From an optimization exercise on the open Yosys and OpenROAD flow, aimed at a short achievable clock period and few clock cycles; shortcuts taken in it are not production practice. In this exercise RTL edits were held to simulation tests only and were not proved equivalent to the original. Power figures rest on the tool's default switching activity, not on a simulated workload.

== onyx ==
// y86_pipe
module y86_pipe (
    input clk,
    input rst,
    output [63:0] imem_addr,
    input  [79:0] imem_data,
    output [63:0] dmem_addr,
    output [63:0] dmem_wdata,
    output dmem_we,
    input  [63:0] dmem_rdata,
    output wb_valid,
    output [3:0] wb_dstE,
    output [63:0] wb_valE,
    output [3:0] wb_dstM,
    output [63:0] wb_valM,
    output [3:0] stat
);
    localparam [3:0] I_HALT = 4'h0, I_NOP = 4'h1, I_RRMOV = 4'h2, I_IRMOV = 4'h3,
                     I_RMMOV = 4'h4, I_MRMOV = 4'h5, I_OPQ = 4'h6, I_JXX = 4'h7,
                     I_CALL = 4'h8, I_RET = 4'h9, I_PUSH = 4'hA, I_POP = 4'hB;
    localparam [3:0] RNONE = 4'hF, RRSP = 4'h4;
    localparam [3:0] S_AOK = 4'h1, S_HLT = 4'h4, S_ADR = 4'h3, S_INS = 4'h2;
    localparam [1:0] F_RUN = 2'd0, F_WRET = 2'd1, F_STOP = 2'd2;
    reg [63:0] FA;
    reg [1:0]  f_mode;
    reg        D_valid;
    reg [3:0]  D_icode, D_ifun, D_rA, D_rB, D_stat;
  ...
==> flow/config.mk <==
export PLATFORM = sky130hd
export DESIGN_NAME = y86_pipe
export DESIGN_NICKNAME = y86_pipe
export VERILOG_FILES = /design/flow/design.v
export SDC_FILE = /design/flow/constraint.sdc
export NUM_CORES = 4
export LEC_CHECK = 0
export ABC_CLOCK_PERIOD_IN_PS = 1500
export CAP_MARGIN = 20
export CORE_MARGIN = 2
export CORE_UTILIZATION = 30
export CTS_CLUSTER_DIAMETER = 120
export CTS_CLUSTER_SIZE = 20
export GPL_ROUTABILITY_DRIVEN = 1
export PLACE_DENSITY = 0.45
export SLEW_MARGIN = 20
export SYNTH_HIERARCHICAL = 1
export SYNTH_MINIMUM_KEEP_SIZE = 0
==> flow/constraint.sdc <==
create_clock -name core_clock -period 28.0 [get_ports {clk}]
set_input_delay 5.6000 -clock core_clock [delete_from_list [all_inputs] [get_ports {clk}]]
set_output_delay 5.6000 -clock core_clock [all_outputs]
set_load 0.01 [all_outputs]
standard.sh (not shown) runs the stock make flow with config.mk's settings and CLKGATE_MAP_FILE= SYNTH_SCRIPT=/design/flow/synth_recipe.tcl, a recipe that flattens the netlist after the stock synthesis.
==> flow/flow/run.sh <==
#!/bin/bash
# Standard ORFS synthesis, then the standard layout with these changes:
#  - sizing may change a cell's footprint,
#  - port buffers start as buf_4 instead of the smallest buffer,
#  - the clock tree's buffers are spaced further apart (fewer levels).
set -euo pipefail
bash standard.sh synth > synth_stage.log 2>&1
bash standard.sh MATCH_CELL_FOOTPRINT=0 SETUP_SLACK_MARGIN=21.0 CTS_BUF_DISTANCE=1000 \
    "BUFFER_PORTS_ARGS=-buffer_cell sky130_fd_sc_hd__buf_4" finish > layout_stages.log 2>&1
Testbench counts of onyx, summed over its fixed seeds: cycles 34,325.
## Diff of input files: willow against onyx
--- a/flow/config.mk
+++ b/flow/config.mk
@@ -8,3 +8,3 @@
 export ABC_CLOCK_PERIOD_IN_PS = 1500
-export CAP_MARGIN = 20
+export CAP_MARGIN = 35
 export CORE_MARGIN = 2
@@ -15,3 +15,3 @@
 export PLACE_DENSITY = 0.45
-export SLEW_MARGIN = 20
+export SLEW_MARGIN = 35
 export SYNTH_HIERARCHICAL = 1
- willow has completed all stages; timing, DRC and antenna checks passed.
- willow vs onyx: wire length on met3 down slightly
- Summary of willow over onyx: clock network power share now sits lower; number of instances in the placed design now sits at about the same level.
- Between willow and onyx, the HPWL after detailed placement does not differ in any meaningful way.
- Number of iterations in the first detailed-routing pass, onyx and willow: larger value in onyx
- When willow is measured against onyx, its core utilization of the finished layout turns out 0.19 points higher.
- Highest ir drop seen on vdd, willow vs onyx: up by a few percent
- Per the comparison of willow with onyx, final wirelength stayed essentially flat, final standard cell count with taps included and fillers excluded shows no meaningful change.
- Run comparison: willow cell with the largest stage delay on the worst path xnor2_1; onyx cell with the largest stage delay on the worst path dfxtp_4
[inputs] indigo vs willow
--- a/flow/config.mk
+++ b/flow/config.mk
@@ -8,5 +8,5 @@
 export ABC_CLOCK_PERIOD_IN_PS = 1500
-export CAP_MARGIN = 35
+export CAP_MARGIN = 20
 export CORE_MARGIN = 2
-export CORE_UTILIZATION = 30
+export CORE_UTILIZATION = 35
 export CTS_CLUSTER_DIAMETER = 120
@@ -14,4 +14,4 @@
 export GPL_ROUTABILITY_DRIVEN = 1
-export PLACE_DENSITY = 0.45
-export SLEW_MARGIN = 35
+export PLACE_DENSITY = 0.5
+export SLEW_MARGIN = 20
 export SYNTH_HIERARCHICAL = 1
[summary]
- indigo vs willow — starting utilization of the core area rose 5.1 points.
- Going from willow to indigo, area overhead of the layout relative to synthesis went down 2.2 points, design area went down about 1.9%, portion of the layout cell area used by non-clock buffers went down 0.38 points, multi-input gate share of total cell area went up 1.1 points.
- On indigo: well tap count is 932 lower than what willow gave.
- Looking at global-route usage over all layers across indigo and willow, the one that comes out higher is indigo.
- Summary of indigo and willow: one run falls short of a clean finish, namely indigo.
- Relative to willow, wire length after detailed routing has gone down in indigo.
- Part of the cycle the worst path needs across indigo and willow: no real change.
- The final cell count in indigo sits 1199 below the value recorded for willow.

==> re-timing with driven ports <==
No port has a modelled driver above. Below, the same layouts with a new extraction and two added sets of constraints.
Step 1 assumes that a clkbuf_16 drives the clock port and a buf_2 every other input.
Step 2 times the ports against the registers' clock, not the clock port: input delays grow and output delays shrink by t, the midpoint of the rising clock arrivals with the driver on.
a / b / c = ideal ports / drivers / drivers and shift; a / b = the first two.
| run | t, ns | setup WS [ns] | worst setup path at the end | worst register clock-pin slew, ns |
|---|---|---|---|---|
| onyx | 1.199 | 20.698 / 20.559 / 19.741 | input to register | 0.11 / 0.11 |
| willow | 1.183 | 20.669 / 20.589 / 19.814 | input to register | 0.11 / 0.11 |
| indigo | 1.115 | 20.655 / 20.655 / 19.702 | input to register | 0.11 / 0.11 |
The setup slack of onyx, which loses most, moves by -0.139 ns with the drivers and by -0.957 ns with both steps.
